What follows belongs to an exercise in optimizing a design on an open flow for small area; a production flow would make more cautious choices.
The RTL was checked by simulation tests, not by an equivalence proof against the original design.
Power and IR drop assume default switching activity.

==> v22: inputs <==
// Index
module Index
#(
  parameter CincoSegundos = 500000,  
  parameter UmSegundo = 100,      
  parameter MeioSegundo = 50      
)
(
  input reset, clock,
  input [1:0] Nivel_Jogo,
  input Modo_Jogo,
  input Iniciar_Jogo,
  input Bot_Ultima_Sequencia,
  input Bot_Vermelho, Bot_Azul, Bot_Amarelo, Bot_Verde,
  output reg [2:0] Led_RGB,
  output [2:0] Fase
);
==> module Index, before the edit <==
module Index
#(
  parameter CincoSegundos = 500000,  
  parameter UmSegundo = 100,      
  parameter MeioSegundo = 50      
)
(
  input reset, clock,
  input [1:0] Nivel_Jogo,
  input Modo_Jogo,
  input Iniciar_Jogo,
  input Bot_Ultima_Sequencia,
  input Bot_Vermelho, Bot_Azul, Bot_Amarelo, Bot_Verde,
  output reg [2:0] Led_RGB,
  output [2:0] Fase
);
  localparam [63:0] SIMON = 64'b1110001001101000110010001011110110100011111000101110011110010111;
  function automatic [5:0] nx6(input [5:0] q);
    nx6 = {q[4:0], ~(q[5] ^ q[4])};
  endfunction
  function automatic [5:0] code6(input integer k);
    integer i;
    code6 = 6'd0;
    for (i = 0; i < k; i = i + 1) code6 = nx6(code6);
  endfunction
  function automatic [18:0] nx19(input [18:0] q);
    nx19 = {q[17:0], ~(q[18] ^ q[17] ^ q[16] ^ q[13])};
  endfunction
  localparam [18:0] C19_55     = 19'b0011110001010010001;
  localparam [18:0] C19_100    = 19'b1001001101010010011;
  localparam [18:0] C19_500000 = 19'b1010110100010010111;
  localparam [5:0]  C6_50 = code6(MeioSegundo);
  reg [2:0]  estado;
  reg        exib, copia, acerto;
  reg [1:0]  nivel;           
  reg [5:0]  aux, atual;      
  reg [5:0]  cms;             
  reg [18:0] cnt;             
  reg [63:0] seq;
  assign Fase = estado;
  wire st0 = estado == 3'd0;
  wire st1 = estado == 3'd1;
  wire st2 = estado == 3'd2;
  wire st3 = estado == 3'd3;
  wire st4 = estado == 3'd4;
  wire st5 = estado == 3'd5;
  wire st6 = estado == 3'd6;
  wire st7 = estado == 3'd7;
  wire [31:0] dec;
  genvar g;
  generate for (g = 0; g < 32; g = g + 1) begin : g_dec
    assign dec[g] = (aux == code6(g));
  end endgenerate
  reg [1:0] col;
  integer j;
  always @* begin
    col = 2'b00;
    for (j = 0; j < 32; j = j + 1)
      col = col | ({2{dec[j]}} & seq[2*j +: 2]);
  end
  function automatic [2:0] ledcol(input [1:0] c);
    case (c)
      2'b00: ledcol = 3'b011;
      2'b01: ledcol = 3'b110;
      2'b10: ledcol = 3'b001;
      default: ledcol = 3'b101;
    endcase
  endfunction
  wire btn = Bot_Vermelho | Bot_Azul | Bot_Amarelo | Bot_Verde;
  wire [1:0] bcol = Bot_Vermelho ? 2'b00 : Bot_Azul ? 2'b01 : Bot_Amarelo ? 2'b10 : 2'b11;
  wire inr    = aux != nx6(atual);            
  wire t100   = cnt == C19_100;
  wire t5     = cnt == C19_500000;
  wire cmsok  = cms == C6_50;
  wire eqat   = aux == atual;
  wire eqmax  = (nivel == 2'd0) ? (aux == code6(8))  :
                (nivel == 2'd1) ? (aux == code6(16)) :
                (nivel == 2'd2) ? (aux == code6(20)) : (aux == code6(32));
  wire go    = st0 & Iniciar_Jogo & ~exib;
  wire rep   = st0 & ~go & (Bot_Ultima_Sequencia | exib);
  wire disp  = (rep | (st2 & cmsok)) & inr;
  wire fim2  = st2 & cmsok & ~inr;
  wire wr    = st3 & btn;
  wire ok5   = st5 & acerto;
  always @(posedge clock) begin
    if (reset) estado <= 3'd0;
    else case (estado)
      3'd0: estado <= go ? 3'd1 : 3'd0;
      3'd1: estado <= Modo_Jogo ? 3'd3 : 3'd2;
      3'd2: estado <= fim2 ? 3'd4 : 3'd2;
      3'd3: estado <= btn ? (cmsok ? 3'd4 : 3'd3) : (t5 ? 3'd6 : 3'd3);
      3'd4: estado <= btn ? 3'd5 : (t5 ? 3'd6 : 3'd4);
      3'd5: estado <= ~acerto ? 3'd6 : eqmax ? 3'd7 : eqat ? (copia ? 3'd3 : 3'd2) : 3'd4;
      default: estado <= 3'd0;
    endcase
    if (reset | st1) Led_RGB <= 3'b111;
    else if (st6) Led_RGB <= 3'b010;
    else if (st7) Led_RGB <= 3'b000;
    else if (st2 & ~cmsok) Led_RGB <= 3'b100;
    else if (disp) Led_RGB <= ledcol(col);
    else if (st3) Led_RGB <= btn ? ledcol(bcol) : 3'b111;
    exib <= ~reset & rep & inr;
    acerto <= bcol == col;
    if (st1) begin
      copia <= Modo_Jogo;
      nivel <= Modo_Jogo ? 2'd3 : Nivel_Jogo;
    end
    if (reset | st1 | fim2) aux <= 6'd0;
    else if ((disp & t100) | (ok5 & ~eqmax & ~eqat)) aux <= nx6(aux);
    if (reset | st1) atual <= 6'd0;
    else if (ok5 & ~eqmax & eqat) atual <= nx6(atual);
    if (reset) cnt <= 19'd0;
    else if ((disp & ~t100) | ((st3 | st4) & ~btn & ~t5)) cnt <= nx19(cnt);
    else if (fim2) cnt <= C19_55;
    else cnt <= 19'd0;
    if (st1 | fim2) cms <= 6'd0;
    else if ((st2 | st3) & ~cmsok) cms <= nx6(cms);
    if (reset) seq <= 64'd0;
    else if (st1 & ~Modo_Jogo) seq <= SIMON;
    else if (wr)
      for (j = 0; j < 32; j = j + 1)
        if (dec[j]) seq[2*j +: 2] <= bcol;
  end
endmodule
make LEC_CHECK=0 CAP_MARGIN=20 CORE_MARGIN=2 CORE_UTILIZATION=40 SLEW_MARGIN=20 finish   # period 10.0 ns
run.sh (not shown) runs the stock make flow with config.mk's settings and CLKGATE_MAP_FILE= SYNTH_SCRIPT=/design/flow/synth_recipe.tcl, a recipe that flattens the netlist after the stock synthesis.
==> v33: changes against v22 <==
==> flow/design.v (replaced) <==
module Index
#(
  parameter CincoSegundos = 500000,  
  parameter UmSegundo = 100,      
  parameter MeioSegundo = 50      
)
(
  input reset, clock,
  input [1:0] Nivel_Jogo,
  input Modo_Jogo,
  input Iniciar_Jogo,
  input Bot_Ultima_Sequencia,
  input Bot_Vermelho, Bot_Azul, Bot_Amarelo, Bot_Verde,
  output reg [2:0] Led_RGB,
  output [2:0] Fase
);
  localparam [63:0] SIMON = 64'b1110001001101000110010001011110110100011111000101110011110010111;
  function automatic [18:0] nx19(input [18:0] q);
    nx19 = {q[17:0], ~(q[18] ^ q[17] ^ q[16] ^ q[13])};
  endfunction
  localparam [18:0] C19_55     = 19'b0011110001010010001;
  localparam [18:0] C19_100    = 19'b1001001101010010011;
  localparam [18:0] C19_500000 = 19'b1010110100010010111;
  reg [2:0]  estado;
  reg        exib, copia, acerto;
  reg [1:0]  nivel;           
  reg [5:0]  aux, atual;      
  reg        meio;            
  reg [18:0] cnt;             
  reg [63:0] ring;            
  reg [4:0]  r;               
  reg        sweep;           
  reg        wv;              
  reg [1:0]  wc;              
  assign Fase = estado;
  wire st0 = estado == 3'd0;
  wire st1 = estado == 3'd1;
  wire st2 = estado == 3'd2;
  wire st3 = estado == 3'd3;
  wire st4 = estado == 3'd4;
  wire st5 = estado == 3'd5;
  wire st6 = estado == 3'd6;
  wire st7 = estado == 3'd7;
  function automatic [2:0] ledcol(input [1:0] c);
    case (c)
      2'b00: ledcol = 3'b011;
      2'b01: ledcol = 3'b110;
      2'b10: ledcol = 3'b001;
      default: ledcol = 3'b101;
    endcase
  endfunction
  wire btn = Bot_Vermelho | Bot_Azul | Bot_Amarelo | Bot_Verde;
  wire [1:0] bcol = Bot_Vermelho ? 2'b00 : Bot_Azul ? 2'b01 : Bot_Amarelo ? 2'b10 : 2'b11;
  wire inr    = aux <= atual;
  wire t100   = cnt[0] & cnt[1] & ~cnt[16] & cnt[18];    
  wire t49    = ~cnt[0] & ~cnt[11] & cnt[13];            
  wire t5     = cnt == C19_500000;
  wire a49    = atual[5] & atual[4] & atual[0];          
  wire cmsok  = meio;
  wire eqat   = aux == atual;
  wire eqmax  = (nivel == 2'd0) ? (aux == 6'd8)  :
                (nivel == 2'd1) ? (aux == 6'd16) :
                (nivel == 2'd2) ? (aux == 6'd20) : (aux == 6'd32);
  wire go    = st0 & Iniciar_Jogo & ~exib;
  wire rep   = st0 & ~go & (Bot_Ultima_Sequencia | exib);
  wire disp  = (rep | (st2 & cmsok)) & inr;
  wire fim2  = st2 & cmsok & ~inr;
  wire ok5   = st5 & acerto;
  wire load  = st1 & ~Modo_Jogo;
  wire       aux_clr = st1 | fim2;
  wire       aux_inc = (disp & t100) | (ok5 & ~eqmax & ~eqat);
  wire [5:0] aux_nx  = aux_clr ? 6'd0 : aux_inc ? aux + 6'd1 : aux;
  wire       hit  = ~sweep & (r == aux[4:0]);
  wire [1:0] col  = (sweep | aux[5]) ? 2'b00 : ring[1:0];
  wire [4:0] tgt  = (st2 & disp & eqat) ? 5'd0 : aux_nx[4:0];
  wire       rot  = sweep | (r != tgt);
  wire [1:0] fill = st2 ? SIMON[2*r +: 2] : 2'b00;
  wire [1:0] tail = sweep ? fill : ring[1:0];
  wire       wdir = st3 & btn & hit;
  always @(posedge clock) begin
    if (reset) estado <= 3'd0;
    else case (estado)
      3'd0: estado <= go ? 3'd1 : 3'd0;
      3'd1: estado <= Modo_Jogo ? 3'd3 : 3'd2;
      3'd2: estado <= fim2 ? 3'd4 : 3'd2;
      3'd3: estado <= btn ? (cmsok ? 3'd4 : 3'd3) : (t5 ? 3'd6 : 3'd3);
      3'd4: estado <= btn ? 3'd5 : (t5 ? 3'd6 : 3'd4);
      3'd5: estado <= ~acerto ? 3'd6 : eqmax ? 3'd7 : eqat ? (copia ? 3'd3 : 3'd2) : 3'd4;
      default: estado <= 3'd0;
    endcase
    if (reset | st1) Led_RGB <= 3'b111;
    else if (st6) Led_RGB <= 3'b010;
    else if (st7) Led_RGB <= 3'b000;
    else if (st2 & ~cmsok) Led_RGB <= 3'b100;
    else if (disp) begin
      if (sweep | (r == aux[4:0])) Led_RGB <= ledcol(col);
    end
    else if (st3) Led_RGB <= btn ? ledcol(bcol) : 3'b111;
    exib <= ~reset & rep & inr;
    acerto <= bcol == col;
    if (st1) begin
      copia <= Modo_Jogo;
      nivel <= Modo_Jogo ? 2'd3 : Nivel_Jogo;
    end
    if (reset) aux <= 6'd0;
    else aux <= aux_nx;
    if (reset | st1 | (st3 & ~meio & a49)) atual <= 6'd0;
    else if ((ok5 & ~eqmax & eqat) | (st3 & ~meio)) atual <= atual + 6'd1;
    if (reset) cnt <= 19'd0;
    else if ((disp & ~t100) | (st2 & ~meio & ~t49) | ((st3 | st4) & ~btn & ~t5)) cnt <= nx19(cnt);
    else if (fim2) cnt <= C19_55;
    else cnt <= 19'd0;
    if (st1 | fim2) meio <= 1'b0;
    else if ((st2 & t49) | (st3 & a49)) meio <= 1'b1;
    if (rot) ring <= {tail, ring[63:2]};
    else if (wdir) ring[1:0] <= bcol;
    else if (wv) ring[1:0] <= wc;
    if (reset | load) r <= 5'd0;
    else if (rot) r <= r + 5'd1;
    if (reset | load) sweep <= 1'b1;
    else if (r == 5'd31) sweep <= 1'b0;
    if (reset | hit) wv <= 1'b0;
    else if (st3 & btn) wv <= 1'b1;
    if (st3 & btn) wc <= bcol;
  end
endmodule
==> flow/flow/run.sh (new file) <==
#!/bin/bash
# Own layout flow: the standard synthesis, then the combinational logic re-mapped
# for area (every flip-flop kept as synthesis made it), then the standard ORFS layout
# with small port buffers and a clock tree of small buffers.
set -euo pipefail
W=$(pwd)
R=$W/orfs/results/${FLOW_PLATFORM:-sky130hd}/Index/base
KN=(
  "BUFFER_PORTS_ARGS=-buffer_cell sky130_fd_sc_hd__buf_1"
  "CTS_ARGS=-sink_clustering_enable -repair_clock_nets -dont_use_dummy_load -buf_list sky130_fd_sc_hd__clkbuf_4 -root_buf sky130_fd_sc_hd__clkbuf_4 -sink_clustering_size 30 -sink_clustering_max_diameter 60"
)
bash standard.sh synth > $W/synth.log 2>&1
cp $R/1_2_yosys.v $R/1_2_yosys.std.v
bash flow/remap.sh $R/1_2_yosys.std.v $R/1_2_yosys.v > $W/remap.log 2>&1
rm -f $R/1_synth.odb $R/1_synth.sdc
bash standard.sh "${KN[@]}" synth > $W/synth_odb.log 2>&1
bash standard.sh "${KN[@]}" > $W/layout.log 2>&1
test -s $W/out/final.def
==> flow/flow/remap.sh (new file) <==
#!/bin/bash
# remap.sh IN.v OUT.v : re-map the combinational logic of a mapped sky130hd netlist for area,
# keeping every flip-flop instance (name, cell type, connections) as it is.
set -euo pipefail
IN=$1; OUT=$2
P=${FLOW_HOME:-/OpenROAD-flow-scripts/flow}/platforms/sky130hd
L=$P/lib/sky130_fd_sc_hd__tt_025C_1v80.lib
DU=$(sed -n '/DONT_USE_CELLS +=/,/^$/p' $P/config.mk | grep -o 'sky130_fd_sc_hd__[a-z0-9_]*' | sed 's/^/-dont_use /' | tr '\n' ' ')
FF=$(grep -o 'sky130_fd_sc_hd__[a-z0-9_]*' $IN | sort -u | grep -E '__(e|s|se)?df|__dl' | tr '\n' ' ' || true)
D=$(mktemp -d)
printf 'strash\n&get -n\n&deepsyn -T 60\n&dch\n&nf -R 1000\n&put\ntopo\n' > $D/nf.abc
cat > $D/remap.ys <<EOY
read_liberty -ignore_miss_func $L
setattr -mod -set keep_hierarchy 1 $FF
read_verilog $IN
hierarchy -top Index
flatten
rename -hide w:* i:* o:* %u %d
opt_clean -purge
abc -script $D/nf.abc -liberty $L $DU
opt_clean -purge
splitnets
opt_clean -purge
hilomap -singleton -hicell sky130_fd_sc_hd__conb_1 HI -locell sky130_fd_sc_hd__conb_1 LO
stat -liberty $L
select Index
write_verilog -noattr -nohex -nodec -selected $OUT.tmp
EOY
cat > $D/check.ys <<EOY
read_liberty -lib $L
read_verilog $OUT.tmp
hierarchy -top Index
check -assert -mapped
stat -liberty $L
EOY
yosys -s $D/remap.ys
yosys -s $D/check.ys
cp $OUT.tmp $OUT; rm -f $OUT.tmp; rm -rf $D
==> flow/standard.sh (new file) <==
#!/bin/bash
# synth_recipe.tcl (not shown) runs the flow's synth.tcl, then flattens the netlist and writes it again
# the make line also repeats each setting of config.mk as NAME=value (left out here)
make -C /OpenROAD-flow-scripts/flow DESIGN_CONFIG=/design/flow/config.mk WORK_HOME=/design/flow/orfs CLKGATE_MAP_FILE= SYNTH_SCRIPT=/design/flow/synth_recipe.tcl "${@:-finish}"
removed: flow/run.sh
==> qor summary <==
	v33	v22
Number of stages on the worst setup path	21	7
Startpoint class of the critical path	register	input pin
Initial DRC count	170	339
Sw Pwr	0.000209 W	0.000262 W
Global-route wire length before repair	13.9 mm	24.4 mm
Min setup slack post-route	4970 ps	5400 ps
Register Area	0.00301 sq mm	0.00227 sq mm
Actual slew at the worst max-slew pin	1010 ps	951 ps
Origin of the critical flop-to-flop path	aux[4]	aux[5]
Synth-to-layout area growth	8.39%	8.81%
Startpoint of the most critical hold path	ring[43]	cnt[0]
Inserted tap cell count	140	180
Post-route cell area	0.00479 sq mm	0.00623 sq mm
Number of nets in the finished design	411	661
DPL Wire Length	5.51 mm	10.2 mm
Data arrival, critical path	5360 ps	4820 ps
Synthesized cell area	0.00442 sq mm	0.00572 sq mm
Filler-free cell count of the finished design	538	830
Non-clock inverter instance count of the final layout	20	13
Run status	no timing/DRC/antenna violations	no timing/DRC/antenna violations
Startpoint of the most critical setup path	aux[4]	Bot_Vermelho
CTS buffer count	17	9
Power share of the sequential group	0.658	0.516
Multi-input combinational cell count	228	484
End of the worst register-to-register path	r[4]	acerto
Clock slew at the register clock pins of the worst setup and hold paths	100 ps	70 ps

==> re-timing with driven ports <==
The results above use ideal ports. As a check the final layouts listed here were re-extracted and re-timed, cells and wires unchanged. Step 1 (the two cells are an assumption about what drives the block):
set clk [get_ports {clock}]
set_driving_cell -lib_cell sky130_fd_sc_hd__clkbuf_16 $clk
set_driving_cell -lib_cell sky130_fd_sc_hd__buf_2 [delete_from_list [all_inputs] $clk]
Step 2 moves the port delays by t, midway between the first and last clock arrival at a register: inputs arrive t later, outputs are due t later. That takes back most of the time a late clock gives input paths. a / b / c = ideal ports / drivers / drivers and shift; a / b = the first two.
| run | t, ns | setup slack, ns | worst hold slack (ns) |
|---|---|---|---|
| v22 | 0.398 | 5.401 / 5.420 / 5.023 | 0.458 / 0.458 / 0.458 |
| v33 | 0.508 | 4.965 / 4.965 / 4.480 | 0.405 / 0.405 / 0.405 |
After both steps every run listed still meets setup and hold. The setup slack of v33, which loses most, moves by 0.000 ns with the drivers and by -0.485 ns with both steps.
